Background: an optimization exercise with open tools, aiming at small area, a short achievable clock period and few clock cycles. Do not read the settings as production practice.
RTL that was checked went through simulation tests only; none was proved equivalent to the original.
For runs 1 and 9, only the layout was checked, not whether the RTL still works.
Power figures rest on the tool's default switching activity, not on a simulated workload.

$ cat flow/run.sh
#!/bin/bash
# Standard ORFS layout, with plain buf_1 cells as the port buffers.
set -euo pipefail
export BUFFER_PORTS_ARGS="-buffer_cell sky130_fd_sc_hd__buf_1"
bash standard.sh > standard_flow.log 2>&1
$ cat standard.sh
#!/bin/bash
# synth_recipe.tcl (not shown) runs the flow's synth.tcl, then flattens the netlist and writes it again
# the make line also repeats each setting of config.mk as NAME=value (left out here)
make -C /OpenROAD-flow-scripts/flow DESIGN_CONFIG=/design/flow/config.mk WORK_HOME=/design/flow/orfs CLKGATE_MAP_FILE= SYNTH_SCRIPT=/design/flow/synth_recipe.tcl "${@:-finish}"
$ cat config.mk
export PLATFORM = sky130hd
export DESIGN_NAME = binary_to_bcd
export DESIGN_NICKNAME = binary_to_bcd
export VERILOG_FILES = /design/flow/design.v
export SDC_FILE = /design/flow/constraint.sdc
export NUM_CORES = 4
export LEC_CHECK = 0
export ABC_AREA = 1
export CAP_MARGIN = 20
export CORE_MARGIN = 2
export CORE_UTILIZATION = 40
export SETUP_SLACK_MARGIN = 3.5
export SLEW_MARGIN = 20
$ cat constraint.sdc
create_clock -name core_clock -period 6.0 [get_ports {clk_in}]
set_input_delay 1.2000 -clock core_clock [delete_from_list [all_inputs] [get_ports {clk_in}]]
set_output_delay 1.2000 -clock core_clock [all_outputs]
set_load 0.01 [all_outputs]
$ cat design.v
`timescale 1ns / 1ps
module binary_to_bcd( input clk_in,
                      input [5:0] game_state,
                      input start,
                      input [23:0] binary_in,
                      output logic [31:0] bcd_out,
                      output logic busy
    );
    logic [29:0] R;
    logic [3:0]  t;                   
    wire rst = (game_state == 6'd1);
    logic [29:0] ld;
    logic [3:0]  t0;
    logic [3:0] zr, sel;
    always_comb begin
        zr[0] = 1'b1;
        zr[1] = (binary_in[23:19] == '0);
        zr[2] = (binary_in[23:13] == '0);
        zr[3] = (binary_in[23:5] == '0);
        for (int i = 0; i < 4; i++)
            sel[i] = zr[i] & (i == 3 || !zr[i + 1]);
        ld = '0;
        t0 = '0;
        ld = ld | ({30{sel[0]}} & {binary_in[21:0], 6'h0, binary_in[23:22]});
        t0 = t0 | ({4{sel[0]}} & 4'd1);
        ld = ld | ({30{sel[1]}} & {binary_in[15:0], 6'h0, binary_in[23:16]});
        t0 = t0 | ({4{sel[1]}} & 4'd4);
        ld = ld | ({30{sel[2]}} & {binary_in[9:0], 6'h0, binary_in[23:10]});
        t0 = t0 | ({4{sel[2]}} & 4'd7);
        ld = ld | ({30{sel[3]}} & {binary_in[1:0], 6'h0, binary_in[23:2]});
        t0 = t0 | ({4{sel[3]}} & 4'd11);
    end
    function automatic [4:0] dd(input [3:0] d, input c);
        logic [3:0] s;
        s[3] = d[3] | d[2] & (d[1] | d[0]);
        s[2] = d[2] & !d[1] & !d[0] | d[3] & d[0];
        s[1] = d[1] & !d[2] | d[1] & d[0] | d[3] & !d[0];
        s[0] = !d[0] & (d[3] | d[2] & d[1]) | d[0] & !d[3] & !d[2];
        dd = {s, c};
    endfunction
    function automatic int thr(input int j);
        case (j)
            0: thr = 0;
            1: thr = 0;
            2: thr = 8;
            3: thr = 12;
            4: thr = 16;
            5: thr = 18;
            6: thr = 22;
            default: thr = 0;
        endcase
    endfunction
    logic [29:0] nxt, blk;
    always_comb begin
        logic [30:0] r;
        logic z;
        nxt = R;
        for (int l = 0; l < 2; l++) begin
            r[0] = nxt[29];
            for (int j = 0; j < 7; j++)
                if (2 * int'(t) + l >= thr(j))
                    r[4*j +: 5] = dd(nxt[4*j +: 4], r[4*j]);
                else
                    r[4*j +: 5] = {nxt[4*j +: 4], r[4*j]};
            r[30:29] = nxt[29:28];
            nxt = r[29:0];
        end
        blk = nxt;
        z = (nxt[29:28] == 2'd0);
        blk[29] = z;
        for (int j = 6; j >= 1; j--) begin
            z = z & (nxt[4*j +: 4] == 4'd0);
            blk[4*j+3] = nxt[4*j+3] | z;
            blk[4*j+1] = nxt[4*j+1] | z;
        end
    end
    wire last = (t == 4'd11);
    always_ff @(posedge clk_in) begin
        t <= busy ? t + 1'b1 : t0;
        if (rst) begin
            busy <= 1'b0;
            R    <= '0;
        end else if (busy) begin
            busy <= !last;
            R    <= last ? blk : nxt;
        end else if (start) begin
            busy <= 1'b1;
            R    <= ld;
        end
    end
    assign bcd_out = {R[29], 1'b0, R[29:0]};
endmodule
==> flow_summary.toml, run 1 <==
[timing]
rsz0062_at_grt = "yes"
fin_setup_tns_ns = 0
setup_viol = 0
min_period_ns = 2.40
maxSlewViolCount = 0
fmax_mhz = 416
final-hold-violation-count = 0
worst_slack_ns = 3.60
period_share_pct = 40.1
whs_ns = 0.488
skew_ns = 0.00788

[cts]
insertion_delay_ns = 0.30
clk_pin_slew_ns = 0.07
cts-hold-fix-buffers = 0
cts-buffers-inserted = 5
clk_path_buf_depth = 2
clock-root-buffer = "clkbuf_8"
cts_tree = "built"
h-tree-depth = 2
cts.sinks = 35

[place]
dp_hpwl_um = 8130
detailedPlace.worstSlack_ns = 2.60
gp_congestion = 0.894
port_buffers = 63
dpl.cell_count = 753

[logic_synthesis]
yosys.area.top_type = "dfxtp_1"
yosysMostFrequentCell = "nand2_1"
synthTopCellsByCount = "nand2_1 (186), inv_1 (82), nor2_1 (64)"
synthCells = 600
syn_nets = 636
synth_top_cell_area_share_pct = 20.8
synthMuxAreaShare_pct = 0
synth_cell_types = 41
synth_fa_ha_area_share_pct = 1.49
ys_dominant_reg_cell = "dfxtp_1"
ys_seq_area_share_pct = 20.8
ys_seq_elements = 35
synth_edf_count = 0
yosys-top-cells-area = "dfxtp_1 (21%), nand2_1 (21%), inv_1 (9.2%)"
yosys.area_share.simple_pct = 41.9
yosysWarnings = 2
synth_compound_area_share_pct = 22.6
synthArstFlopShare_pct = 0
synth_top_family_by_area = "simple AND/OR/NAND/NOR gates"
synthXorXnorAreaFrac_pct = 0.261
avgSynthCellArea_um2 = 5.60
mappedNetlistArea_um2 = 3360

[drt]
num_vias = 4161
drt_iter0_drc = 378
drt_pass1_iterations = 5
drcViolationCount = 0
routed_via_density = 5.40
routedWlPerCell_um = 13.9
drtAntennaViolNets = 0
wl_um = 10700

[power]
power_frac_comb_pct = 69.7
swShare_pct = 55.9
power.leakage_nw = 1.87
ir_drop_mv = 0.272
power.switching_mw = 1.39
seqPwrFrac_pct = 22.5
internal-power_mw = 1.09
p_per_area_nw_per_um2 = 633
clkPwrFrac_pct = 7.8

[cells_and_area]
nets = 701
syn2layout_area_growth_pct = 16.7
antennaDiodeCount = 0
fin_util_pct = 48.0
drive_above_1_share_pct = 10.7
instances_no_fill = 771

[global_route]
gr-total-overflow = 0
grt_usage_pct = 23.9
grt_max_degree = 39
antenna_found_initial = 0
grt_pass1_wl_um = 17100
grt_pass1_vias = 3579

[floorplan]
initial_utilization_pct = 41.1
io_pins = 65
core_area_um2 = 8180
die_h_um = 95.7
rows = 33
die_w_um = 95.7
dieArea_um2 = 9150

[setup_path]
arrival_ns = 2.62
critPathSlowestCell = "nor3_2"
worst-setup-path-type = "input port to flip-flop"
critical_path.cell_chain = "buf_1, nor3_2, nand3_2, clkinvlp_4, nand2_4, o21ai_0, a221oi_1, a21oi_1"
required_ns = 6.22
setup.worst_path.start_class = "input port"
critPathBufInv = 2
worst-path-max-fanout = 16
worst_setup_path_end_kind = "flip-flop"
max_stage_delay_ns = 0.25
cp_top_family = "simple AND/OR/NAND/NOR gates"

[run_status]
run_status = "complete, no violations"

[worst_hold_path]
hp-class = "flip-flop to flip-flop"

[flow_run]
drv_cap = 0
==> state kept, by name, indices dropped and copies added, names as in the netlist <==
| name | flops |
|---|---|
| busy | 1 |
| R | 30 |
| t | 4 |
==> cells in the final DEF (no fill, tap or decap), types with 2 or more instances in the layout <==
| cell type | synthesis | final |
|---|---|---|
| nand2_1 | 186 | 180 |
| inv_1 | 82 | 79 |
| buf_1 | 0 | 63 |
| nor2_1 | 64 | 61 |
| nand3_1 | 47 | 46 |
| o21ai_0 | 34 | 33 |
| dfxtp_1 | 35 | 31 |
| a21oi_1 | 22 | 22 |
| o22ai_1 | 17 | 17 |
| buf_4 | 5 | 13 |
| a31oi_1 | 11 | 11 |
| nand2_2 | 5 | 10 |
| a21oi_2 | 9 | 8 |
| o21ai_1 | 6 | 7 |
| clkbuf_8 | 0 | 7 |
| nand4_1 | 6 | 6 |
| nor2_4 | 1 | 6 |
| a221oi_1 | 6 | 6 |
| inv_2 | 3 | 5 |
| a22oi_1 | 5 | 5 |
| nor3_1 | 5 | 4 |
| nand3_2 | 2 | 3 |
| nand2_4 | 2 | 3 |
| o31ai_1 | 3 | 3 |
| nand3b_1 | 3 | 3 |
| nor2_2 | 5 | 3 |
| dfxtp_2 | 0 | 3 |
| clkinvlp_4 | 0 | 2 |
| clkinv_1 | 2 | 2 |
| o21bai_1 | 2 | 2 |
| o32ai_1 | 2 | 2 |
| o221ai_1 | 2 | 2 |
| ha_1 | 4 | 2 |
| ha_2 | 0 | 2 |
==> timing repair <==
item / CTS / global route
endpoints found under the setup margin: 20 / 18
gates resized for setup: 8 / 22
setup buffers: 2 / 7
cloned: 1 / 0
pin swaps: 1 / 14
==> per-stage QoR <==
step                      instance area (µm²)  power (mW)
after floorplan                          3360        1.82
after global placement                   3660        2.18
after detailed placement                 3660        2.21
after CTS                                3810        2.41
after global routing                     3920        2.78
final                                    3920        2.48
==> path summary, 6_finish.rpt <==
kind	from	to	slack, ns	cells past startpoint
worst min register to register	t[0]$_DFF_P_	t[0]$_DFF_P_	0.49	1
worst max-delay path	binary_in[19]	R[23]$_SDFFE_PN0P_	3.60	8
worst min-delay path	t[0]$_DFF_P_	t[0]$_DFF_P_	0.49	1
worst max register to register	t[1]$_DFF_P_	R[7]$_SDFFE_PN0P_	3.68	19
==> cell families after synthesis <==
group,Yosys count
other cells,1
compound gates,123
simple gates,329
fa+ha+maj,4
buf+inv,107
xor+xnor,1
flops,35
==> per-layer routing <==
layer | vias to the layer above | GRT usage [%] | part of all wire (%)
li1 | 2093 | - | -
met3 | 16 | 3.32 | 6.7
met2 | 134 | 39.6 | 47
met4 | 0 | 6.31 | 1.7
met5 | - | 0 | 0
met1 | 1918 | 32.4 | 44
==> final cells by class <==
class                      count  area (µm²)
clock buffer                   8         100
fill                         922        4250
inverter                      88         337
multi-input combinational    458        2300
sequential                    35         708
tap                          105         131
timing repair buffer          76         334
timing repair inverter         1        7.51
==> power groups by stage <==
stage / Clock (mW) / Sequential [mW] / Combinational [mW]
floorplan: 0 / 0.539 / 1.28
global placement: 0 / 0.547 / 1.63
detailed placement: 0 / 0.553 / 1.66
CTS: 0.196 / 0.548 / 1.67
global route: 0.207 / 0.586 / 1.98
finish: 0.193 / 0.559 / 1.73
==> run 2: changes to the inputs <==
--- a/design.v
+++ b/design.v
@@ -8,6 +8,6 @@
     );
-    logic [29:0] R;
+    logic [31:0] R;
     logic [3:0]  t;                   
     wire rst = (game_state == 6'd1);
-    logic [29:0] ld;
+    logic [31:0] ld;
     logic [3:0]  t0;
@@ -23,9 +23,9 @@
         t0 = '0;
-        ld = ld | ({30{sel[0]}} & {binary_in[21:0], 6'h0, binary_in[23:22]});
+        ld = ld | ({32{sel[0]}} & {binary_in[21:0], 8'h0, binary_in[23:22]});
         t0 = t0 | ({4{sel[0]}} & 4'd1);
-        ld = ld | ({30{sel[1]}} & {binary_in[15:0], 6'h0, binary_in[23:16]});
+        ld = ld | ({32{sel[1]}} & {binary_in[15:0], 8'h0, binary_in[23:16]});
         t0 = t0 | ({4{sel[1]}} & 4'd4);
-        ld = ld | ({30{sel[2]}} & {binary_in[9:0], 6'h0, binary_in[23:10]});
+        ld = ld | ({32{sel[2]}} & {binary_in[9:0], 8'h0, binary_in[23:10]});
         t0 = t0 | ({4{sel[2]}} & 4'd7);
-        ld = ld | ({30{sel[3]}} & {binary_in[1:0], 6'h0, binary_in[23:2]});
+        ld = ld | ({32{sel[3]}} & {binary_in[1:0], 8'h0, binary_in[23:2]});
         t0 = t0 | ({4{sel[3]}} & 4'd11);
@@ -45,6 +45,6 @@
             2: thr = 8;
-            3: thr = 12;
+            3: thr = 8;
             4: thr = 16;
-            5: thr = 18;
-            6: thr = 22;
+            5: thr = 16;
+            6: thr = 20;
             default: thr = 0;
@@ -52,5 +52,5 @@
     endfunction
-    logic [29:0] nxt, blk;
+    logic [31:0] nxt, blk;
     always_comb begin
-        logic [30:0] r;
+        logic [32:0] r;
         logic z;
@@ -58,3 +58,3 @@
         for (int l = 0; l < 2; l++) begin
-            r[0] = nxt[29];
+            r[0] = nxt[31];
             for (int j = 0; j < 7; j++)
@@ -64,7 +64,8 @@
                     r[4*j +: 5] = {nxt[4*j +: 4], r[4*j]};
-            r[30:29] = nxt[29:28];
-            nxt = r[29:0];
+            r[32:29] = nxt[31:28];
+            nxt = r[31:0];
         end
         blk = nxt;
-        z = (nxt[29:28] == 2'd0);
+        z = (nxt[31:28] == 4'd0);
+        blk[31] = z;
         blk[29] = z;
@@ -90,3 +91,3 @@
     end
-    assign bcd_out = {R[29], 1'b0, R[29:0]};
+    assign bcd_out = R;
 endmodule
==> flow_summary.toml, run 2 <==
[cts]
clock-root-buffer = "clkbuf_8"
cts-hold-fix-buffers = 0
h-tree-depth = 2
cts.sinks = 37
cts_tree = "built"
insertion_delay_ns = 0.30
clk_pin_slew_ns = 0.08
clk_path_buf_depth = 2
cts-buffers-inserted = 5

[run_status]
run_status = "complete, no violations"

[power]
ir_drop_mv = 0.344
p_per_area_nw_per_um2 = 612
power.leakage_nw = 1.77

[setup_path]
worst-path-max-fanout = 6
r2r_start = "R[20]$_SDFFE_PN0P_"
required_ns = 6.23
crit_start = "binary_in[15]"
worst_setup_path_end_kind = "flip-flop"
setup.worst_path.start_class = "input port"
worst-setup-path-type = "input port to flip-flop"
arrival_ns = 2.60

[drt]
num_vias = 4141
routed_via_density = 5.43
routedWlPerCell_um = 14.0
wl_um = 10700
drt_pass1_iterations = 6
drcViolationCount = 0
drtAntennaViolNets = 0
drt_iter0_drc = 416

[flow_run]
drv_cap = 0

[floorplan]
io_pins = 65
die_w_um = 95.3
die_h_um = 95.3
dieArea_um2 = 9090
rows = 33
core_area_um2 = 8130
initial_utilization_pct = 41.0

[cells_and_area]
nets = 691
drive_above_1_share_pct = 8.36
largestRegisters = "R: 32 flops, t: 4 flops, busy: 1 flops"
final_common_cell = "nand2_1"
antennaDiodeCount = 0
final_cell_mix = "nand2_1 (177), inv_1 (76), buf_1 (64)"
top_register = "R"
largest_register_ffs = 32
fin_util_pct = 47.8
syn2layout_area_growth_pct = 16.5

[timing]
skew_ns = 0.00954
rsz0062_at_grt = "no"
final-hold-violation-count = 0
fmax_mhz = 422
slew_headroom_pct = 60.1
maxSlewViolCount = 0
worstMarginPinSlew_ns = 0.598
setup_viol = 0
period_share_pct = 39.5
min_period_ns = 2.37
fin_setup_tns_ns = 0

[logic_synthesis]
mappedNetlistArea_um2 = 3340
synth_edf_count = 0
synth_cell_types = 42
yosys.area.top_type = "dfxtp_1"
yosysWarnings = 2
ys_seq_area_share_pct = 22.2
ys_seq_elements = 37
synthCells = 592
syn_nets = 626
synthArstFlopShare_pct = 0
yosys-top-cells-area = "dfxtp_1 (22%), nand2_1 (20%), inv_1 (8.6%)"
avgSynthCellArea_um2 = 5.63
yosysMostFrequentCell = "nand2_1"
synthTopCellsByCount = "nand2_1 (179), inv_1 (76), nor2_1 (63)"
ys_dominant_reg_cell = "dfxtp_1"
synth_top_cell_area_share_pct = 22.2

[place]
port_buffers = 64
dp_hpwl_um = 8080
gp_congestion = 0.994

[global_route]
grt_pass1_wl_um = 17200
grt_usage_pct = 23.8
antenna_found_initial = 0
grt_max_degree = 37
gr-total-overflow = 0
grt_pass1_vias = 3659

[worst_hold_path]
hp-class = "flip-flop to flip-flop"
hold_start = "t[0]$_DFF_P_"
-- run 2: cells by family after synthesis --
logic type | synth area share, %
fa+ha+maj | 0.750
xor+xnor | 0.263
buf+inv | 12.5
simple gates | 41.0
compound gates | 23.3
flops | 22.2
-- run 2: routing by layer --
metal  GRT usage, %  part of all wire [%]
met5              0                     0
met4           8.21                   3.3
met3           4.19                   6.2
met2           38.0                    43
met1           32.1                    47
-- run 2: report_power, final --
| group | total, mW | switching [mW] | internal [mW] | leakage (nW) |
|---|---|---|---|---|
| Clock | 0.222 | 0.0975 | 0.125 | 0.0554 |
| Combinational | 1.58 | 1.01 | 0.564 | 1.40 |
| Sequential | 0.582 | 0.196 | 0.386 | 0.311 |
| Total | 2.38 | 1.31 | 1.07 | 1.77 |
-- run 2: area by class of cell --
cell class                      count  area [µm²]
Timing Repair Buffer               75         323
Clock inverter                      2        38.8
Tap cell                          105         131
Clock buffer                        6        72.6
Multi-Input combinational cell    454        2250
Sequential cell                    37         746
Inverter                           84         325
Fill cell                         893        4250
-- run 2: metrics by stage --
| step | setup slack, ns | instance area (µm²) | power (mW) | hold WS, ns | cells |
|---|---|---|---|---|---|
| global route | 3.52 | 3890 | 2.66 | 0.515 | 763 |
| detailed placement | 2.93 | 3640 | 2.12 | 0.460 | 747 |
| floorplan | 3.48 | 3340 | 1.76 | 0.431 | 592 |
| CTS | 3.46 | 3780 | 2.35 | 0.471 | 755 |
| global placement | 2.95 | 3640 | 2.10 | 0.452 | 747 |
| finish | 3.63 | 3890 | 2.38 | 0.472 | 763 |
-- run 2: worst paths after layout --
check                 endpoint  slack, ns  cells after the start
min               t[0]$_DFF_P_       0.47                      1
min reg2reg       t[0]$_DFF_P_       0.47                      1
max          R[0]$_SDFFE_PN0P_       3.63                      8
max reg2reg  R[5]$_SDFFE_PN0P_       3.75                     14
-- run 2: timing repair --
item | 4_1_cts | 5_1_grt
pin swaps | 0 | 2
buffers inserted | 0 | 8
gates resized for setup | 7 | 14
setup endpoints to repair | 25 | 23
-- run 2: critical path, cell delays in order --
cell	delay [ns]
buf_1	0.14
nor4_4	0.30
nand3_2	0.17
nor2_4	0.16
nand2_2	0.14
o221ai_1	0.24
o21ai_0	0.11
a31oi_1	0.13
Testbench counts of run 2, summed over its fixed seeds: cycles 25,282.
==> run 3: changes to the inputs <==
--- a/config.mk
+++ b/config.mk
@@ -10,3 +10,3 @@
 export CORE_MARGIN = 2
-export CORE_UTILIZATION = 40
+export CORE_UTILIZATION = 65
 export SETUP_SLACK_MARGIN = 3.5
==> flow_summary.toml, run 3 <==
[logic_synthesis]
yosys.area.top_type = "dfxtp_1"
synthTopCellsByCount = "nand2_1 (179), inv_1 (76), nor2_1 (63)"
ys_seq_area_share_pct = 22.2
synth_edf_count = 0
ys_seq_elements = 37
ys_dominant_reg_cell = "dfxtp_1"
yosys-top-cells-area = "dfxtp_1 (22%), nand2_1 (20%), inv_1 (8.6%)"
avgSynthCellArea_um2 = 5.63
syn_nets = 626
yosysMostFrequentCell = "nand2_1"
mappedNetlistArea_um2 = 3340
synth_top_cell_area_share_pct = 22.2
synthArstFlopShare_pct = 0
yosysWarnings = 2
synth_cell_types = 42
synthCells = 592

[cells_and_area]
fillCellCount = 443
top_register = "R"
final_common_cell = "nand2_1"
drive_above_1_share_pct = 7.21
fin_util_pct = 75.2
nets = 685
largestRegisters = "R: 32 flops, t: 4 flops, busy: 1 flops"
final_cell_mix = "nand2_1 (177), inv_1 (76), buf_1 (64)"
seqCellArea_um2 = 744
antennaDiodeCount = 0
largest_register_ffs = 32
multi_input_area_um2 = 2220
syn2layout_area_growth_pct = 13.7

[flow_run]
drv_cap = 0

[timing]
period_share_pct = 41.0
maxSlewViolCount = 0
slew_headroom_pct = 55.9
min_period_ns = 2.46
setup_viol = 0
fmax_mhz = 406
rsz0062_at_grt = "yes"
worstMarginPinSlew_ns = 0.660
final-hold-violation-count = 0
skew_ns = 0.00513
fin_setup_tns_ns = 0

[global_route]
grt_pass1_wl_um = 15400
grt_max_degree = 34
grt_pass1_vias = 3404
grt_usage_pct = 34.7
gr-total-overflow = 0
antenna_found_initial = 0

[setup_path]
critPathBufInv = 1
max_stage_delay_ns = 0.75
reg2reg_slack_ns = 3.68
critPathSlowestCell = "dfxtp_1"
worst_setup_path_end_kind = "output port"
worstReg2RegEnd = "R[15]$_SDFFE_PN0P_"
critical_path.cell_chain = "buf_1"
r2r_start = "t[2]$_DFF_P_"
cp_top_family = "flip-flops"
worst-setup-path-type = "flip-flop to output port"
reg2reg_depth = 13
setup.worst_path.start_class = "flip-flop"
worst-path-max-fanout = 17
arrival_ns = 1.26
required_ns = 4.80

[worst_hold_path]
hold_start = "t[0]$_DFF_P_"
hp-class = "flip-flop to flip-flop"
timing.hold.worst_endpoint = "t[0]$_DFF_P_"
whs_path_depth = 1

[drt]
num_vias = 4231
routedWlPerCell_um = 14.2
drtAntennaViolNets = 0
routed_via_density = 5.86
wl_um = 10200
drt_pass1_iterations = 8
drcViolationCount = 0
drt_iter0_drc = 383

[floorplan]
dieArea_um2 = 5720
rows = 26
core_area_um2 = 5040
initial_utilization_pct = 66.2
die_w_um = 75.6
io_pins = 65
die_h_um = 75.6

[cts]
clk_path_buf_depth = 2
insertion_delay_ns = 0.30
cts-hold-fix-buffers = 0
cts_tree = "built"
cts-buffers-inserted = 5
cts.sinks = 37
h-tree-depth = 2
clk_pin_slew_ns = 0.08
clock-root-buffer = "clkbuf_8"

[run_status]
run_status = "complete, no violations"

[power]
clkPwrFrac_pct = 10.8
power.switching_mw = 1.31
seqPwrFrac_pct = 24.5
power.leakage_nw = 1.75
swShare_pct = 54.2
p_per_area_nw_per_um2 = 637
ir_drop_mv = 0.383
power_frac_comb_pct = 64.8
internal-power_mw = 1.11

[place]
port_buffers = 64
dp_hpwl_um = 7490
gp_congestion = 0.973
==> run 3: metal layers <==
layer  part of all wire [%]  track usage [%]  routed length [µm]
met5                      0                0                   0
met4                    3.3             13.1                 340
met3                    9.5             7.28                 976
met2                     44             55.9                4540
met1                     43             45.8                4380
==> run 3: through the flow <==
step | setup WS (ns) | cells | power, mW | hold WS (ns) | instance area (µm²)
finish | 3.54 | 722 | 2.42 | 0.470 | 3790
global route | 3.49 | 722 | 2.66 | 0.516 | 3790
CTS | 3.51 | 721 | 2.38 | 0.471 | 3750
detailed placement | 3.01 | 713 | 2.11 | 0.460 | 3600
global placement | 3.06 | 713 | 2.04 | 0.447 | 3600
floorplan | 3.48 | 592 | 1.76 | 0.431 | 3340
==> run 3: power by group through the flow <==
stage | combinational, mW | sequential, mW | clock (mW)
6_report | 1.57 | 0.591 | 0.260
5_1_grt | 1.78 | 0.612 | 0.270
2_1_floorplan | 1.19 | 0.571 | 0
3_3_place_gp | 1.46 | 0.577 | 0
4_1_cts | 1.54 | 0.580 | 0.260
3_5_place_dp | 1.53 | 0.583 | 0
==> run 3: area by class of cell <==
cell class,count,area share [%]
Timing Repair Buffer,69,7.32
Clock inverter,3,1.72
Multi-Input combinational cell,454,58.6
Inverter,84,8.58
Tap cell,70,2.31
Sequential cell,37,19.6
Clock buffer,5,1.81
==> run 3: what timing repair did <==
action,in CTS,in global routing
pin swaps,0,3
setup endpoints to repair,25,25
resized for setup,5,9
setup buffers,0,1
hold endpoints to repair,0,0
==> run 3: cells by family after synthesis <==
family	count (synthesis)	synth area share, %
adders and majority gates	2	0.750
xor gates and xnor gates	1	0.263
and+or+nand+nor	326	41.0
DFF	37	22.2
AOI/OAI and AO/OA	125	23.3
buffers and inverters	101	12.5
==> run 3: worst max-delay path by stage <==
| stage | startpoint | to | slack (ns) | cells past startpoint |
|---|---|---|---|---|
| after detailed placement | binary_in[19] | R[25]$_SDFFE_PN0P_ | 3.01 | 8 |
| after CTS | binary_in[21] | R[23]$_SDFFE_PN0P_ | 3.51 | 8 |
| final | busy$_SDFF_PN0_ | busy | 3.54 | 1 |
| after global routing | binary_in[21] | R[1]$_SDFFE_PN0P_ | 3.49 | 10 |
| after floorplan | binary_in[21] | R[23]$_SDFFE_PN0P_ | 3.48 | 7 |
| after global placement | binary_in[21] | R[1]$_SDFFE_PN0P_ | 3.06 | 10 |
==> run 4: changes to the inputs <==
--- a/config.mk
+++ b/config.mk
@@ -10,3 +10,3 @@
 export CORE_MARGIN = 2
-export CORE_UTILIZATION = 65
+export CORE_UTILIZATION = 60
 export SETUP_SLACK_MARGIN = 3.5
==> flow_summary.toml, run 4 <==
[run_status]
run_status = "complete, no violations"

[floorplan]
io_pins = 65
core_area_um2 = 5440
die_h_um = 78.6
initial_utilization_pct = 61.3
dieArea_um2 = 6170
die_w_um = 78.6
rows = 27

[drt]
routedWlPerCell_um = 13.7
num_vias = 4151
drt_pass1_iterations = 5
wl_um = 9960
drcViolationCount = 0
routed_via_density = 5.72
drt_iter0_drc = 330
drtAntennaViolNets = 0

[logic_synthesis]
avgSynthCellArea_um2 = 5.63
synth_top_cell_area_share_pct = 22.2
yosys-top-cells-area = "dfxtp_1 (22%), nand2_1 (20%), inv_1 (8.6%)"
ys_seq_elements = 37
synth_cell_types = 42
synth_edf_count = 0
yosysWarnings = 2
ys_seq_area_share_pct = 22.2
syn_nets = 626
synthCells = 592
mappedNetlistArea_um2 = 3340
yosysMostFrequentCell = "nand2_1"
synthTopCellsByCount = "nand2_1 (179), inv_1 (76), nor2_1 (63)"
synthArstFlopShare_pct = 0
ys_dominant_reg_cell = "dfxtp_1"
yosys.area.top_type = "dfxtp_1"

[cts]
clock-root-buffer = "clkbuf_8"
insertion_delay_ns = 0.30
cts_tree = "built"
cts.sinks = 37
h-tree-depth = 2
clk_pin_slew_ns = 0.07
cts-buffers-inserted = 5
clk_path_buf_depth = 2

[setup_path]
critPathSlowestCell = "nor4_1"
worstSetupPathDepth = 11
critical_path.cell_chain = "buf_1, nor4_1, nand3_1, buf_4, nor2_4, nand2_1, inv_1, nand2_1, o221ai_1, o21ai_0, a31oi_1"
arrival_ns = 2.56
required_ns = 6.22
r2r_start = "t[3]$_DFF_P_"
setup.worst_path.start_class = "input port"
max_stage_delay_ns = 0.28
cp_common_cell = "nand2_1"
crit_start = "binary_in[15]"
worstReg2RegEnd = "R[5]$_SDFFE_PN0P_"
reg2reg_depth = 16
cp-endpoint = "R[0]$_SDFFE_PN0P_"
critPathBufInv = 3
worst-setup-path-type = "input port to flip-flop"
reg2reg_slack_ns = 3.79
worst-path-max-fanout = 4
worst_setup_path_end_kind = "flip-flop"
cp_top_family = "simple AND/OR/NAND/NOR gates"

[place]
port_buffers = 64
dpl_cell_area_um2 = 3610
gp_congestion = 0.940
dp_hpwl_um = 7350

[cells_and_area]
seqCellArea_um2 = 744
syn2layout_area_growth_pct = 12.9
antennaDiodeCount = 0
multi_input_area_um2 = 2230
fin_util_pct = 69.2
largestRegisters = "R: 32 flops, t: 4 flops, busy: 1 flops"
finalInstanceArea_um2 = 3770
final_cell_mix = "nand2_1 (177), inv_1 (76), buf_1 (64)"
fillCellCount = 542
drive_above_1_share_pct = 7.03
final_common_cell = "nand2_1"
top_register = "R"
nets = 688
largest_register_ffs = 32

[timing]
whs_ns = 0.501
setup_viol = 0
period_share_pct = 39.0
maxSlewViolCount = 0
slew_headroom_pct = 73.2
rsz0062_at_grt = "no"
skew_ns = 0.0116
fmax_mhz = 427
worstMarginPinSlew_ns = 0.398
final-hold-violation-count = 0
fin_setup_tns_ns = 0
min_period_ns = 2.34

[power]
p_per_area_nw_per_um2 = 615
ir_drop_mv = 0.366
power.leakage_nw = 1.74
total_power_mw = 2.32

[worst_hold_path]
hp-class = "flip-flop to flip-flop"

[global_route]
gr-total-overflow = 0
grt_max_degree = 39
grt_pass1_wl_um = 16300
antenna_found_initial = 0
grt_pass1_vias = 3695
grt_usage_pct = 32.4

[flow_run]
drv_cap = 0
==> run 4: cell types whose count changed in the layout (fill, tap and decap cells not counted), sizes merged <==
cell / before / now
buf: 69 / 71
bufinv: 2 / 0
clkbuf: 5 / 7
inv: 84 / 83
nand2: 184 / 185
==> run 4: worst min path at each step <==
| stage | startpoint | endpoint | slack [ns] | depth (start not counted) |
|---|---|---|---|---|
| 6_report | R[3]$_SDFFE_PN0P_ | R[3]$_SDFFE_PN0P_ | 0.50 | 2 |
| 5_1_grt | R[3]$_SDFFE_PN0P_ | R[3]$_SDFFE_PN0P_ | 0.51 | 2 |
| 4_1_cts | t[0]$_DFF_P_ | t[0]$_DFF_P_ | 0.50 | 1 |
| 3_5_place_dp | t[0]$_DFF_P_ | t[0]$_DFF_P_ | 0.49 | 1 |
| 3_3_place_gp | t[0]$_DFF_P_ | t[0]$_DFF_P_ | 0.45 | 1 |
| 2_1_floorplan | t[0]$_DFF_P_ | t[0]$_DFF_P_ | 0.43 | 1 |
==> run 4: logic make-up after synthesis <==
family	count (synthesis)	share of synthesized area, %
and+or+nand+nor	326	41.0
DFF	37	22.2
AOI/OAI and AO/OA	125	23.3
adders and majority gates	2	0.750
buffers and inverters	101	12.5
xor gates and xnor gates	1	0.263
==> run 4: final cells by class <==
| class | count | share of cell area, % |
|---|---|---|
| inverters | 84 | 8.64 |
| well taps | 72 | 2.39 |
| clock buffers | 7 | 2.29 |
| repair buffers | 71 | 7.77 |
| multi-input cells | 455 | 59.1 |
| flip-flops and latches | 37 | 19.8 |
==> run 4: what timing repair did <==
action / CTS / global route
buffers inserted: 0 / 3
resized for setup: 5 / 9
hold buffers: 0 / 0
pin swaps: 0 / 3
setup endpoints to repair: 25 / 27
gates cloned: 0 / 1
==> run 4: power by group <==
| group | total, mW | internal [mW] | switching [mW] |
|---|---|---|---|
| Sequential | 0.585 | 0.385 | 0.200 |
| Clock | 0.181 | 0.0912 | 0.0895 |
| Combinational | 1.55 | 0.558 | 0.992 |
| Total | 2.32 | 1.03 | 1.28 |
==> run 4: through the flow <==
step,setup slack (ns),instances
final,3.66,726
after global routing,3.50,726
after CTS,3.51,722
after detailed placement,3.01,715
after global placement,3.09,715
after floorplan,3.48,592
==> run 4: worst min-delay path, stage by stage (launching register included) <==
cell     delay [ns]
dfxtp_1        0.33
nand2_1        0.07
a21oi_1        0.06
==> run 4: layer usage <==
layer	vias to the layer above	wire length (µm)	GRT usage, %
met2	203	4450	54.2
li1	2078	-	-
met3	16	843	6.32
met1	1854	4520	42.3
met5	-	0	0
met4	0	153	9.47
==> run 5: changes to the inputs <==
--- a/config.mk
+++ b/config.mk
@@ -11,2 +11,4 @@
 export CORE_UTILIZATION = 60
+export CTS_CLUSTER_DIAMETER = 200
+export CTS_CLUSTER_SIZE = 40
 export SETUP_SLACK_MARGIN = 3.5
==> flow_summary.toml, run 5 <==
[run_status]
run_status = "complete, no violations"

[logic_synthesis]
yosysWarnings = 2
syn_nets = 626
ys_seq_elements = 37
synth_edf_count = 0
yosys-top-cells-area = "dfxtp_1 (22%), nand2_1 (20%), inv_1 (8.6%)"
synthTopCellsByCount = "nand2_1 (179), inv_1 (76), nor2_1 (63)"
ys_dominant_reg_cell = "dfxtp_1"
yosys.area.top_type = "dfxtp_1"
avgSynthCellArea_um2 = 5.63
mappedNetlistArea_um2 = 3340
ys_seq_area_share_pct = 22.2
synth_cell_types = 42
yosysMostFrequentCell = "nand2_1"
synth_top_cell_area_share_pct = 22.2
synthCells = 592
synthArstFlopShare_pct = 0

[cts]
cts-buffers-inserted = 5
insertion_delay_ns = 0.30
clk_pin_slew_ns = 0.07
h-tree-depth = 2
clock-root-buffer = "clkbuf_8"
clk_path_buf_depth = 2
cts-hold-fix-buffers = 0
cts.sinks = 37
cts_tree = "built"

[setup_path]
reg2reg_depth = 16
r2r_start = "t[3]$_DFF_P_"
required_ns = 6.22
setup.worst_path.start_class = "input port"
arrival_ns = 2.56
worstReg2RegEnd = "R[5]$_SDFFE_PN0P_"
worst-setup-path-type = "input port to flip-flop"
worst-path-max-fanout = 4
reg2reg_slack_ns = 3.79
worst_setup_path_end_kind = "flip-flop"

[floorplan]
die_w_um = 78.6
io_pins = 65
rows = 27
dieArea_um2 = 6170
initial_utilization_pct = 61.3
die_h_um = 78.6
core_area_um2 = 5440

[timing]
setup_viol = 0
maxSlewViolCount = 0
period_share_pct = 39.0
fin_setup_tns_ns = 0
min_period_ns = 2.34
rsz0062_at_grt = "no"
fmax_mhz = 427
worstMarginPinSlew_ns = 0.398
slew_headroom_pct = 73.2
skew_ns = 0.0116
final-hold-violation-count = 0

[global_route]
grt_usage_pct = 32.4
antenna_found_initial = 0
grt_pass1_wl_um = 16300
gr-total-overflow = 0
grt_pass1_vias = 3695
grt_max_degree = 39

[cells_and_area]
antennaDiodeCount = 0
largestRegisters = "R: 32 flops, t: 4 flops, busy: 1 flops"
final_cell_mix = "nand2_1 (177), inv_1 (76), buf_1 (64)"
drive_above_1_share_pct = 7.03
final_common_cell = "nand2_1"
largest_register_ffs = 32
top_register = "R"
finalInstanceArea_um2 = 3770
syn2layout_area_growth_pct = 12.9
nets = 688
fin_util_pct = 69.2
instances_no_fill = 726

[place]
port_buffers = 64
gp_congestion = 0.940
dpl.cell_count = 715
dpl_cell_area_um2 = 3610
dp_hpwl_um = 7350

[power]
power_frac_comb_pct = 66.9
power.leakage_nw = 1.74
internal-power_mw = 1.03
swShare_pct = 55.3
clkPwrFrac_pct = 7.8
p_per_area_nw_per_um2 = 615
ir_drop_mv = 0.366
seqPwrFrac_pct = 25.3
power.switching_mw = 1.28
total_power_mw = 2.32

[drt]
drt_iter0_drc = 330
drcViolationCount = 0
wl_um = 9960
drtAntennaViolNets = 0
routedWlPerCell_um = 13.7
num_vias = 4151
routed_via_density = 5.72
drt_pass1_iterations = 5

[flow_run]
drv_cap = 0

[worst_hold_path]
hp-class = "flip-flop to flip-flop"
timing.hold.worst_endpoint = "R[3]$_SDFFE_PN0P_"
whs_path_depth = 2
hold_start = "R[3]$_SDFFE_PN0P_"
run 5: per-stage QoR:
stage	worst slack, ns	hold slack [ns]
floorplan	3.48	0.431
global placement	3.09	0.450
detailed placement	3.01	0.485
CTS	3.51	0.500
global route	3.50	0.514
finish	3.66	0.501
run 5: area by class of cell:
| cell class | instances | area, µm² |
|---|---|---|
| repair buffers | 71 | 293 |
| flip-flops and latches | 37 | 744 |
| inverters | 84 | 325 |
| well taps | 72 | 90.1 |
| fillers | 542 | 1670 |
| clock buffers | 7 | 86.3 |
| multi-input cells | 455 | 2230 |
run 5: repair_timing:
| item | CTS | global route |
|---|---|---|
| gates cloned | 0 | 1 |
| pin swaps | 0 | 3 |
| endpoints found under the setup margin | 25 | 27 |
| buffers inserted | 0 | 3 |
| endpoints found under the hold margin | 0 | 0 |
| gates resized for setup | 5 | 9 |
run 5: critical path, cell delays in order:
cell,delay [ns]
buf_1,0.11
nor4_1,0.28
nand3_1,0.11
buf_4,0.17
nor2_4,0.12
nand2_1,0.10
inv_1,0.10
nand2_1,0.05
o221ai_1,0.08
o21ai_0,0.10
a31oi_1,0.13
run 5: worst max-delay path by stage:
stage                                  start            endpoint  slack, ns  cells after the start
after detailed placement       binary_in[19]  R[25]$_SDFFE_PN0P_       3.01                      8
after global placement         binary_in[21]   R[1]$_SDFFE_PN0P_       3.09                     10
after CTS                      binary_in[21]  R[25]$_SDFFE_PN0P_       3.51                      8
after global routing      R[20]$_SDFFE_PN0P_  R[17]$_SDFFE_PN0P_       3.50                     16
final                          binary_in[15]   R[0]$_SDFFE_PN0P_       3.66                     11
after floorplan                binary_in[21]  R[23]$_SDFFE_PN0P_       3.48                      7
run 5: power by group through the flow:
stage / clock, mW / combinational (mW) / sequential, mW
final: 0.181 / 1.55 / 0.585
after global routing: 0.190 / 1.78 / 0.605
after CTS: 0.182 / 1.53 / 0.572
after detailed placement: 0 / 1.52 / 0.575
after global placement: 0 / 1.49 / 0.571
after floorplan: 0 / 1.19 / 0.571
run 5: routing by layer:
layer / routed length, µm / vias to the layer above / GRT usage (%)
met5: 0 / - / 0
met2: 4450 / 203 / 54.2
li1: - / 2078 / -
met4: 153 / 0 / 9.47
met1: 4520 / 1854 / 42.3
met3: 843 / 16 / 6.32
run 5: cell families (layout without fill, tap and decap cells):
| family | after synthesis | in the layout | synth area share [%] |
|---|---|---|---|
| AOI/OAI and AO/OA | 125 | 125 | 23.3 |
| xor gates and xnor gates | 1 | 1 | 0.263 |
| adders and majority gates | 2 | 2 | 0.750 |
| buffers and inverters | 101 | 162 | 12.5 |
| DFF | 37 | 37 | 22.2 |
| and+or+nand+nor | 326 | 327 | 41.0 |
==> run 6: changes to the inputs <==
--- a/config.mk
+++ b/config.mk
@@ -11,5 +11,3 @@
 export CORE_UTILIZATION = 60
-export CTS_CLUSTER_DIAMETER = 200
-export CTS_CLUSTER_SIZE = 40
-export SETUP_SLACK_MARGIN = 3.5
+export SETUP_SLACK_MARGIN = 3.3
 export SLEW_MARGIN = 20
==> flow_summary.toml, run 6 <==
[global_route]
gr-total-overflow = 0
grt_usage_pct = 33.1
grt_pass1_wl_um = 16700
grt_max_degree = 39
antenna_found_initial = 0
grt_pass1_vias = 3614

[drt]
drcViolationCount = 0
num_vias = 4124
routedWlPerCell_um = 14.1
drt_pass1_iterations = 5
drtAntennaViolNets = 0
drt_iter0_drc = 279
wl_um = 10200
routed_via_density = 5.71

[cts]
clk_path_buf_depth = 2
cts_tree = "built"
insertion_delay_ns = 0.29
h-tree-depth = 2
cts-buffers-inserted = 5
cts.sinks = 37
clock-root-buffer = "clkbuf_8"
clk_pin_slew_ns = 0.07

[logic_synthesis]
ys_dominant_reg_cell = "dfxtp_1"
ys_seq_elements = 37
synthTopCellsByCount = "nand2_1 (179), inv_1 (76), nor2_1 (63)"
syn_nets = 626
synthXorXnorAreaFrac_pct = 0.263
mappedNetlistArea_um2 = 3340
yosys-top-cells-area = "dfxtp_1 (22%), nand2_1 (20%), inv_1 (8.6%)"
yosys.area_share.simple_pct = 41.0
avgSynthCellArea_um2 = 5.63
synth_compound_area_share_pct = 23.3
synthMuxAreaShare_pct = 0
synth_top_cell_area_share_pct = 22.2
yosysMostFrequentCell = "nand2_1"
synth_cell_types = 42
yosysWarnings = 2
yosys.area.top_type = "dfxtp_1"
synth_top_family_by_area = "simple AND/OR/NAND/NOR gates"
synth_fa_ha_area_share_pct = 0.750
synthCells = 592
ys_seq_area_share_pct = 22.2
synth_edf_count = 0
synthArstFlopShare_pct = 0

[floorplan]
dieArea_um2 = 6170
die_w_um = 78.6
initial_utilization_pct = 61.3
io_pins = 65
core_area_um2 = 5440
rows = 27
die_h_um = 78.6

[worst_hold_path]
whs_path_depth = 1
timing.hold.worst_endpoint = "t[0]$_DFF_P_"
hold_start = "t[0]$_DFF_P_"
hp-class = "flip-flop to flip-flop"

[setup_path]
setup.worst_path.start_class = "input port"
worstReg2RegEnd = "R[13]$_SDFFE_PN0P_"
reg2reg_slack_ns = 3.57
r2r_start = "t[3]$_DFF_P_"
arrival_ns = 2.82
worst_setup_path_end_kind = "flip-flop"
required_ns = 6.23
worst-path-max-fanout = 6
worst-setup-path-type = "input port to flip-flop"
reg2reg_depth = 16

[cells_and_area]
drive_above_1_share_pct = 6.15
final_cell_mix = "nand2_1 (178), inv_1 (76), buf_1 (64)"
top_register = "R"
final_common_cell = "nand2_1"
antennaDiodeCount = 0
syn2layout_area_growth_pct = 11.3
largest_register_ffs = 32
largestRegisters = "R: 32 flops, t: 4 flops, busy: 1 flops"
nets = 684
fillCellCount = 556

[timing]
rsz0062_at_grt = "no"
maxSlewViolCount = 0
slew_headroom_pct = 70.3
whs_ns = 0.485
setup_viol = 0
min_period_ns = 2.60
worstMarginPinSlew_ns = 0.445
fmax_mhz = 385
period_share_pct = 43.3
skew_ns = 0.00578
final-hold-violation-count = 0
fin_setup_tns_ns = 0

[flow_run]
drv_cap = 0

[power]
ir_drop_mv = 0.369
power.leakage_nw = 1.72
total_power_mw = 2.32
p_per_area_nw_per_um2 = 626

[place]
dp_hpwl_um = 7510
gp_congestion = 0.984
port_buffers = 64

[run_status]
run_status = "complete, no violations"
## run 6: cell counts after synthesis
Identical to the previous run, type by type.
## run 6: per-layer routing
metal	track usage [%]	share of wire, %	routed length [µm]	up-vias
li1	-	-	-	2076
met1	45.5	45	4640	1815
met2	52.9	44	4540	211
met3	5.75	8.1	831	22
met4	10.2	1.9	197	0
met5	0	0	0	-
## run 6: power breakdown
part           switching [mW]  internal (mW)  leakage, nW
logic                    1.00          0.556         1.36
clock network          0.0900         0.0912       0.0443
registers               0.200          0.384        0.311
total                    1.29           1.03         1.72
## run 6: final cells by class
cell class                      instances  area [µm²]  share of cell area, %
Multi-Input combinational cell        454        2200                   59.3
Sequential cell                        37         742                   20.0
Inverter                               84         322                   8.66
Timing Repair Buffer                   68         270                   7.28
Tap cell                               72        90.1                   2.43
Clock buffer                            7        86.3                   2.33
## run 6: through the flow
step           utilization [%]  instances  setup WS (ns)  area (µm²)
6_report                  68.2        722           3.40        3710
5_1_grt                   68.2        722           3.31        3710
4_1_cts                   68.0        722           3.39        3700
3_5_place_dp              66.3        715           2.80        3600
3_3_place_gp              66.3        715           2.88        3600
2_1_floorplan                -        592           3.38        3340
## run 6: how the worst max path moves through the flow
stage          cells after the start            endpoint     startpoint
6_report                           8  R[26]$_SDFFE_PN0P_  binary_in[15]
5_1_grt                           10  R[30]$_SDFFE_PN0P_  binary_in[19]
4_1_cts                            8  R[23]$_SDFFE_PN0P_  binary_in[15]
3_5_place_dp                       8  R[25]$_SDFFE_PN0P_  binary_in[19]
3_3_place_gp                      10  R[30]$_SDFFE_PN0P_  binary_in[19]
2_1_floorplan                      8  R[24]$_SDFFE_PN0P_  binary_in[23]
## run 6: cells by family after synthesis
family	Yosys count
xor+xnor	1
simple gates	326
fa+ha+maj	2
compound gates	125
flops	37
buf+inv	101
## run 6: worst max-delay path, cell delays in order
cell	delay (ns)
buf_1	0.11
nor4_1	0.37
nand3_1	0.24
nor2_2	0.19
nand2_1	0.22
nor2_4	0.22
a221oi_1	0.12
a21oi_1	0.15
## run 6: timing repair
item                                    in CTS  in global routing
endpoints found under the setup margin      18                 10
buffers inserted                             0                  0
gates resized for setup                      4                  3
hold buffers                                 0                  0
==> run 7: changes to the inputs <==
--- a/config.mk
+++ b/config.mk
@@ -11,3 +11,3 @@
 export CORE_UTILIZATION = 60
-export SETUP_SLACK_MARGIN = 3.3
+export SETUP_SLACK_MARGIN = 3.6
 export SLEW_MARGIN = 20
==> flow_summary.toml, run 7 <==
[drt]
drt_iter0_drc = 379
drtAntennaViolNets = 0
wl_um = 10600
drt_pass1_iterations = 6
routed_via_density = 5.74
drcViolationCount = 0
num_vias = 4205
routedWlPerCell_um = 14.5

[floorplan]
rows = 27
io_pins = 65
die_w_um = 78.6
core_area_um2 = 5440
initial_utilization_pct = 61.3
die_h_um = 78.6
dieArea_um2 = 6170

[worst_hold_path]
hp-class = "flip-flop to flip-flop"

[cells_and_area]
top_register = "R"
final_cell_mix = "nand2_1 (176), inv_1 (75), buf_1 (62)"
antennaDiodeCount = 0
drive_above_1_share_pct = 9.24
largestRegisters = "R: 32 flops, t: 4 flops, busy: 1 flops"
final_common_cell = "nand2_1"
fillCellCount = 519
syn2layout_area_growth_pct = 15.3
largest_register_ffs = 32
instances_no_fill = 732
nets = 693
finalInstanceArea_um2 = 3850
fin_util_pct = 70.7

[global_route]
gr-total-overflow = 0
grt_pass1_vias = 3653
grt_max_degree = 39
grt_usage_pct = 33.0
antenna_found_initial = 0
grt_pass1_wl_um = 16500

[logic_synthesis]
synthMuxAreaShare_pct = 0
yosys.area.top_type = "dfxtp_1"
synthTopCellsByCount = "nand2_1 (179), inv_1 (76), nor2_1 (63)"
avgSynthCellArea_um2 = 5.63
synth_fa_ha_area_share_pct = 0.750
syn_nets = 626
synth_edf_count = 0
synth_top_cell_area_share_pct = 22.2
yosysMostFrequentCell = "nand2_1"
synthXorXnorAreaFrac_pct = 0.263
yosys-top-cells-area = "dfxtp_1 (22%), nand2_1 (20%), inv_1 (8.6%)"
yosysWarnings = 2
ys_dominant_reg_cell = "dfxtp_1"
synth_compound_area_share_pct = 23.3
yosys.area_share.simple_pct = 41.0
synthCells = 592
mappedNetlistArea_um2 = 3340
synth_top_family_by_area = "simple AND/OR/NAND/NOR gates"
synthArstFlopShare_pct = 0
ys_seq_elements = 37
ys_seq_area_share_pct = 22.2
synth_cell_types = 42

[cts]
clk_path_buf_depth = 2
clk_pin_slew_ns = 0.07
insertion_delay_ns = 0.29
cts-buffers-inserted = 5
cts-hold-fix-buffers = 0
cts_tree = "built"
h-tree-depth = 2
cts.sinks = 37
clock-root-buffer = "clkbuf_8"

[timing]
skew_ns = 0.00401
min_period_ns = 2.39
fmax_mhz = 418
fin_setup_tns_ns = 0
worst_slack_ns = 3.61
period_share_pct = 39.9
setup_viol = 0
maxSlewViolCount = 0
worstMarginPinSlew_ns = 0.489
rsz0062_at_grt = "yes"
slew_headroom_pct = 67.3
whs_ns = 0.495
final-hold-violation-count = 0

[power]
p_per_area_nw_per_um2 = 606
ir_drop_mv = 0.334
total_power_mw = 2.33
power.leakage_nw = 1.77

[place]
dpl.cell_count = 715
dpl_cell_area_um2 = 3620
dp_hpwl_um = 7620
port_buffers = 64
gp_congestion = 0.975
detailedPlace.worstSlack_ns = 3.20

[setup_path]
cp_common_cell = "inv_1"
reg2reg_slack_ns = 3.75
critPathBufInv = 3
arrival_ns = 2.56
worst_setup_path_end_kind = "flip-flop"
worst-path-max-fanout = 6
critical_path.cell_chain = "buf_1, inv_1, nand4_1, nor2_1, inv_1, nand2_2, nor2_4, a221oi_1, a21oi_1"
worst-setup-path-type = "input port to flip-flop"
setup.worst_path.start_class = "input port"
critPathSlowestCell = "a221oi_1"
cp_top_family = "simple AND/OR/NAND/NOR gates"
required_ns = 6.16
max_stage_delay_ns = 0.28

[flow_run]
drv_cap = 0

[run_status]
run_status = "complete, no violations"
## run 7: cell counts after synthesis
No cell type changed its count.
## run 7: power by group
group | leakage, nW | internal [mW] | switching (mW)
clock network | 0.0395 | 0.0826 | 0.0877
logic | 1.42 | 0.565 | 1.02
registers | 0.311 | 0.386 | 0.195
## run 7: worst paths after layout
| check | cells past startpoint | from | endpoint |
|---|---|---|---|
| max | 9 | binary_in[11] | R[26]$_SDFFE_PN0P_ |
| min | 1 | t[0]$_DFF_P_ | t[0]$_DFF_P_ |
| max reg2reg | 15 | t[3]$_DFF_P_ | R[5]$_SDFFE_PN0P_ |
| min reg2reg | 1 | t[0]$_DFF_P_ | t[0]$_DFF_P_ |
## run 7: area by class of cell
type	instances	area, µm²	share of cell area [%]
multi-input combinational	455	2270	58.9
tap	72	90.1	2.34
timing repair buffer	76	339	8.82
clock buffer	8	80.1	2.08
sequential	37	746	19.4
inverter	84	325	8.46
## run 7: per-layer routing
metal / track usage [%] / vias to the layer above / share of wire, %
met3: 4.83 / 22 / 9.5
li1: - / 2090 / -
met5: 0 / - / 0
met1: 43.8 / 1864 / 42
met2: 54.8 / 229 / 46
met4: 11.1 / 0 / 1.8
## run 7: repair_timing
item | CTS | global route
resized for setup | 4 | 21
pin swaps | 1 | 6
cloned | 0 | 1
endpoints found under the setup margin | 23 | 22
buffers inserted | 2 | 6
## run 7: cells by family after synthesis
logic type,Yosys count
buffers and inverters,101
adders and majority gates,2
AOI/OAI and AO/OA,125
DFF,37
xor gates and xnor gates,1
and+or+nand+nor,326
## run 7: worst register-to-register path: stages, from the launching register on
cell and delay, ns:
dfxtp_4 0.42, inv_4 0.18, nand2_4 0.15, nand2_1 0.11
nand2_2 0.08, inv_2 0.08, nand2_1 0.06, nand2_1 0.08
nand2_2 0.08, a21oi_1 0.15, nand3_1 0.14, nor2_2 0.21
nand4_1 0.16, nand2_1 0.10, nand2_1 0.06, a21oi_2 0.13
==> run 8: changes to the inputs <==
--- a/config.mk
+++ b/config.mk
@@ -7,3 +7,3 @@
 export LEC_CHECK = 0
-export ABC_AREA = 1
+export ABC_AREA = 0
 export CAP_MARGIN = 20
@@ -11,3 +11,3 @@
 export CORE_UTILIZATION = 60
-export SETUP_SLACK_MARGIN = 3.6
+export SETUP_SLACK_MARGIN = 3.5
 export SLEW_MARGIN = 20
==> flow_summary.toml, run 8 <==
[run_status]
run_status = "complete, no violations"

[drt]
num_vias = 4580
drt_iter0_drc = 428
routed_via_density = 6.85
drtAntennaViolNets = 0
drcViolationCount = 0
drt_pass1_iterations = 6
wl_um = 11800
routedWlPerCell_um = 17.6

[worst_hold_path]
whs_path_depth = 1
hp-class = "flip-flop to flip-flop"

[power]
power.leakage_nw = 1.59
total_power_mw = 2.77
ir_drop_mv = 0.369
p_per_area_nw_per_um2 = 617

[setup_path]
critPathBufInv = 1
worst-setup-path-type = "flip-flop to flip-flop"
cp_top_family = "simple AND/OR/NAND/NOR gates"
critPathSlowestCell = "or4_4"
critical_path.cell_chain = "or2b_1, a211oi_2, o22ai_2, or4_4, nor4_4, buf_4, nand3_2, or3_4, a311oi_2"
required_ns = 6.21
worst_setup_path_end_kind = "flip-flop"
max_stage_delay_ns = 0.56
worstSetupPathDepth = 9
setup.worst_path.start_class = "flip-flop"
reg2reg_depth = 9
arrival_ns = 2.99
worst-path-max-fanout = 8

[timing]
fin_setup_tns_ns = 0
slew_headroom_pct = 54.8
worstMarginPinSlew_ns = 0.678
setup_viol = 0
min_period_ns = 2.79
period_share_pct = 46.4
final-hold-violation-count = 0
fmax_mhz = 359
maxSlewViolCount = 0
skew_ns = 0.00717
rsz0062_at_grt = "yes"

[logic_synthesis]
yosys-top-cells-area = "dfxtp_1 (20%), nor2_1 (7.7%), a21oi_1 (6.8%)"
avgSynthCellArea_um2 = 6.78
ys_dominant_reg_cell = "dfxtp_1"
synth_top_cell_area_share_pct = 20.2
synthArstFlopShare_pct = 0
synth_cell_types = 72
ys_seq_elements = 37
yosysMostFrequentCell = "nor2_1"
yosysWarnings = 2
mappedNetlistArea_um2 = 3670
synthTopCellsByCount = "nor2_1 (75), a21oi_1 (50), clkbuf_1 (42)"
yosys.area.top_type = "dfxtp_1"
ys_seq_area_share_pct = 20.2
syn_nets = 576
synth_edf_count = 0
synthCells = 542

[cts]
insertion_delay_ns = 0.29
h-tree-depth = 2
cts.sinks = 37
clk_path_buf_depth = 2
clock-root-buffer = "clkbuf_8"
clk_pin_slew_ns = 0.08
cts-hold-fix-buffers = 0
cts-buffers-inserted = 5
cts_tree = "built"

[global_route]
antenna_found_initial = 0
grt_max_degree = 63
grt_pass1_wl_um = 17300
grt_pass1_vias = 3716
grt_usage_pct = 31.9
gr-total-overflow = 0

[cells_and_area]
syn2layout_area_growth_pct = 22.0
largestRegisters = "R: 32 flops, t: 4 flops, busy: 1 flops"
final_cell_mix = "nor2_1 (70), buf_1 (58), a21oi_1 (49)"
antennaDiodeCount = 0
drive_above_1_share_pct = 19.9
largest_register_ffs = 32
top_register = "R"
final_common_cell = "nor2_1"
nets = 628
finalInstanceArea_um2 = 4480

[floorplan]
rows = 28
die_w_um = 82.2
io_pins = 65
dieArea_um2 = 6760
die_h_um = 82.2
core_area_um2 = 5920
initial_utilization_pct = 62.0

[place]
gp_congestion = 0.962
port_buffers = 64
dp_hpwl_um = 7510
dpl_cell_area_um2 = 3850

[flow_run]
drv_cap = 0
[run 8: cells by family after synthesis]
kind of cell	count (synthesis)	synth area share, %
multiplexers	3	0.818
AO/OA/AOI/OAI	207	38.7
buffers and inverters	73	8.14
AND/OR/NAND/NOR	216	30.5
XOR/XNOR	2	0.477
flip-flops	37	20.2
adder cells (fa/ha/maj)	4	1.23
[run 8: area by class of cell]
class                   instances  area, µm²
flip-flops and latches         37        790
fillers                       481       1440
inverters                      20       78.8
clock buffers                   6       72.6
repair buffers                 98        556
well taps                      75       93.8
clock inverters                 1       8.76
multi-input cells             432       2880
[run 8: repair_timing]
| item | 4_1_cts | 5_1_grt |
|---|---|---|
| buffers inserted | 16 | 15 |
| pin swaps | 7 | 26 |
| resized for setup | 34 | 65 |
| endpoints found under the setup margin | 31 | 24 |
[run 8: worst reg2reg max path: stages (launching register included)]
cell	delay (ns)
dfxtp_4	0.38
or2b_1	0.26
a211oi_2	0.21
o22ai_2	0.11
or4_4	0.56
nor4_4	0.26
buf_4	0.19
nand3_2	0.11
or3_4	0.42
a311oi_2	0.23
[run 8: power breakdown]
part | switching [mW] | internal (mW) | leakage [nW]
logic | 0.987 | 0.807 | 1.24
clock network | 0.0893 | 0.0804 | 0.0412
registers | 0.377 | 0.425 | 0.315
total | 1.45 | 1.31 | 1.59
[run 8: through the flow]
| step | worst slack, ns | std cells | util [%] | hold WS (ns) |
|---|---|---|---|---|
| after floorplan | 3.49 | 542 | - | 0.464 |
| after global placement | 2.62 | 631 | 65.0 | 0.489 |
| after detailed placement | 2.58 | 631 | 65.0 | 0.493 |
| after CTS | 3.27 | 654 | 70.0 | 0.504 |
| after global routing | 3.09 | 669 | 75.7 | 0.531 |
| final | 3.21 | 669 | 75.7 | 0.503 |
[run 8: worst paths after layout]
| kind | from | end | slack, ns |
|---|---|---|---|
| max reg2reg | R[26]$_SDFFE_PN0P_ | R[9]$_SDFFE_PN0P_ | 3.21 |
| min | t[0]$_DFF_P_ | t[0]$_DFF_P_ | 0.50 |
| min reg2reg | t[0]$_DFF_P_ | t[0]$_DFF_P_ | 0.50 |
| max | R[26]$_SDFFE_PN0P_ | R[9]$_SDFFE_PN0P_ | 3.21 |
[run 8: routing by layer]
layer / GRT usage (%) / vias up / share of wire [%]
li1: - / 2178 / -
met3: 3.59 / 37 / 7.1
met1: 43.0 / 2141 / 42
met2: 53.4 / 224 / 48
met4: 9.33 / 0 / 2.5
met5: 0 / - / 0
==> run 9: changes to the inputs <==
--- a/design.v
+++ b/design.v
@@ -78,12 +78,18 @@
     wire last = (t == 4'd11);
+    logic run;
     always_ff @(posedge clk_in) begin
-        t <= busy ? t + 1'b1 : t0;
+        if (rst)       busy <= 1'b0;
+        else if (busy) busy <= !last;
+        else           busy <= start;
+    end
+    always_ff @(posedge clk_in) begin
+        t <= run ? t + 1'b1 : t0;
         if (rst) begin
-            busy <= 1'b0;
+            run <= 1'b0;
             R    <= '0;
-        end else if (busy) begin
-            busy <= !last;
+        end else if (run) begin
+            run <= !last;
             R    <= last ? blk : nxt;
         end else if (start) begin
-            busy <= 1'b1;
+            run <= 1'b1;
             R    <= ld;
--- a/config.mk
+++ b/config.mk
@@ -7,6 +7,6 @@
 export LEC_CHECK = 0
-export ABC_AREA = 0
+export ABC_AREA = 1
 export CAP_MARGIN = 20
 export CORE_MARGIN = 2
-export CORE_UTILIZATION = 60
+export CORE_UTILIZATION = 40
 export SETUP_SLACK_MARGIN = 3.5
==> flow_summary.toml, run 9 <==
[timing]
slew_headroom_pct = 72.5
final-hold-violation-count = 0
min_period_ns = 2.34
fmax_mhz = 428
whs_ns = 0.476
worst_slack_ns = 3.66
setup_viol = 0
rsz0062_at_grt = "no"
worstMarginPinSlew_ns = 0.412
maxSlewViolCount = 0
skew_ns = 0.00842
period_share_pct = 38.9
fin_setup_tns_ns = 0

[cts]
cts-buffers-inserted = 5
clk_path_buf_depth = 2
clk_pin_slew_ns = 0.08
insertion_delay_ns = 0.30
cts.sinks = 38
h-tree-depth = 2
cts_tree = "built"
cts-hold-fix-buffers = 0
clock-root-buffer = "clkbuf_8"

[logic_synthesis]
synthArstFlopShare_pct = 0
synthMuxAreaShare_pct = 0
yosysMostFrequentCell = "nand2_1"
synth_top_cell_area_share_pct = 23.0
yosysWarnings = 2
synth_top_family_by_area = "simple AND/OR/NAND/NOR gates"
synth_fa_ha_area_share_pct = 0.757
avgSynthCellArea_um2 = 5.67
mappedNetlistArea_um2 = 3310
synthCells = 583
synthTopCellsByCount = "nand2_1 (165), inv_1 (75), nand3_1 (62)"
synth_edf_count = 0
synth_cell_types = 42
ys_dominant_reg_cell = "dfxtp_1"
yosys.area_share.simple_pct = 39.8
syn_nets = 617
synthXorXnorAreaFrac_pct = 0.265
ys_seq_area_share_pct = 23.0
yosys.area.top_type = "dfxtp_1"
yosys-top-cells-area = "dfxtp_1 (23%), nand2_1 (19%), nand3_1 (9.4%)"
synth_compound_area_share_pct = 23.9
ys_seq_elements = 38

[drt]
drt_pass1_iterations = 6
num_vias = 4130
drt_iter0_drc = 207
drtAntennaViolNets = 0
routedWlPerCell_um = 14.6
routed_via_density = 5.50
drcViolationCount = 0
wl_um = 11000

[flow_run]
drv_cap = 0

[power]
total_power_mw = 2.41
power.leakage_nw = 1.76
ir_drop_mv = 0.280
p_per_area_nw_per_um2 = 620

[worst_hold_path]
hp-class = "flip-flop to flip-flop"

[floorplan]
core_area_um2 = 8090
initial_utilization_pct = 40.8
io_pins = 65
die_w_um = 94.9
rows = 33
die_h_um = 94.9
dieArea_um2 = 9010

[cells_and_area]
largest_register_ffs = 32
fillCellCount = 930
final_common_cell = "nand2_1"
largestRegisters = "R: 32 flops, t: 4 flops"
top_register = "R"
drive_above_1_share_pct = 9.13
final_cell_mix = "nand2_1 (163), inv_1 (74), buf_1 (64)"
antennaDiodeCount = 0
syn2layout_area_growth_pct = 17.4
nets = 679
fin_util_pct = 48.0
instances_no_fill = 751
finalInstanceArea_um2 = 3880

[place]
gp_congestion = 0.923
port_buffers = 64
dpl.cell_count = 739
detailedPlace.worstSlack_ns = 2.74
dp_hpwl_um = 8330
dpl_cell_area_um2 = 3630

[global_route]
grt_usage_pct = 25.3
gr-total-overflow = 0
antenna_found_initial = 0
grt_pass1_vias = 3684
grt_pass1_wl_um = 17900
grt_max_degree = 35

[setup_path]
arrival_ns = 2.51
setup.worst_path.start_class = "input port"
worst-path-max-fanout = 5
worst_setup_path_end_kind = "flip-flop"
worst-setup-path-type = "input port to flip-flop"
required_ns = 6.17

[run_status]
run_status = "complete, no violations"
[run 9: cell count changes after synthesis, sizes merged, moves of 8 or more]
cell	change
a211oi	-21
nor2	-13
a21oi	-11
nor3	-22
and3	-12
clkbuf	-29
a221oi	-18
o22ai	+9
a311oi	-8
inv	+66
nand2	+141
nand3	+49
[run 9: worst paths after layout]
path              slack, ns                  to  depth (start not counted)          startpoint
hold reg to reg        0.48        t[0]$_DFF_P_                          1        t[0]$_DFF_P_
setup reg to reg       3.73  R[17]$_SDFFE_PN0P_                         13  R[20]$_SDFFE_PN0P_
setup / recovery       3.66  R[27]$_SDFFE_PN0P_                          9        binary_in[9]
hold / removal         0.48        t[0]$_DFF_P_                          1        t[0]$_DFF_P_
[run 9: timing repair]
action	4_1_cts	5_1_grt
buffers inserted	1	3
gates resized for setup	7	12
cloned	0	0
pin swaps	0	2
endpoints found under the setup margin	24	23
[run 9: logic make-up (layout without fill, tap and decap cells)]
group	after synthesis	after routing
and+or+nand+nor	311	311
xor gates and xnor gates	1	1
adders and majority gates	2	2
AOI/OAI and AO/OA	129	129
buffers and inverters	102	165
DFF	38	38
[run 9: power breakdown]
part	switching [mW]	internal, mW
sequential	0.177	0.391
combinational	1.01	0.553
clock	0.100	0.177
[run 9: routing by layer]
layer / track usage [%] / part of all wire (%) / vias up
met1: 32.3 / 44 / 1911
met3: 3.51 / 5.6 / 20
met5: 0 / 0 / -
met4: 8.70 / 1.9 / 0
met2: 43.4 / 48 / 133
li1: - / - / 2066
[run 9: cell type report]
cell class	count	area, µm²	area share (%)
Multi-Input combinational cell	443	2220	57.1
Sequential cell	38	764	19.7
Timing Repair Buffer	72	300	7.73
Clock buffer	6	82.6	2.13
Inverter	85	328	8.44
Clock inverter	2	60.1	1.55
Tap cell	105	131	3.38
[run 9: worst max-delay path, cell delays in order]
cell and delay (ns):
buf_1 0.09, inv_1 0.15, nand4_1 0.13, nor2_2 0.19, inv_1 0.11, nand2_2 0.17, nor2_4 0.09, a221oi_1 0.26
a21oi_1 0.10

[separate check: timing with driven ports]
The results above use ideal ports. As a check the final layouts listed here were re-extracted and re-timed, cells and wires unchanged. Step 1 assumes that a clkbuf_16 drives the clock port and a buf_2 every other input. Step 2 moves the port delays by t, midway between the first and last clock arrival at a register: inputs arrive t later, outputs are due t later. That takes back most of the time a late clock gives input paths. Slacks: ideal / step 1 / step 2; pairs: ideal / step 1.
| run | shift t [ns] | setup WS [ns] | clock arrival spread, ns | worst slew at a driven data input, ns | pins driven straight from the clock port |
|---|---|---|---|---|---|
| run 1 | 0.325 | 3.596 / 3.606 / 3.281 | 0.007 / 0.008 | 0.04 | 1 |
| run 2 | 0.324 | 3.631 / 3.635 / 3.311 | 0.010 / 0.010 | 0.04 | 1 |
| run 3 | 0.330 | 3.537 / 3.506 / 3.329 | 0.005 / 0.005 | 0.04 | 1 |
| run 4 | 0.321 | 3.659 / 3.664 / 3.343 | 0.011 / 0.011 | 0.04 | 1 |
| run 5 | 0.321 | 3.659 / 3.664 / 3.343 | 0.011 / 0.011 | 0.04 | 1 |
| run 6 | 0.322 | 3.401 / 3.410 / 3.088 | 0.005 / 0.005 | 0.03 | 1 |
| run 7 | 0.315 | 3.609 / 3.617 / 3.302 | 0.004 / 0.004 | 0.05 | 1 |
| run 8 | 0.314 | 3.214 / 3.214 / 3.118 | 0.007 / 0.007 | 0.06 | 1 |
| run 9 | 0.328 | 3.663 / 3.675 / 3.347 | 0.008 / 0.008 | 0.04 | 1 |
After both steps every run listed still meets setup and hold. The setup slack of run 2, which loses most, moves by +0.004 ns with the drivers and by -0.320 ns with both steps.
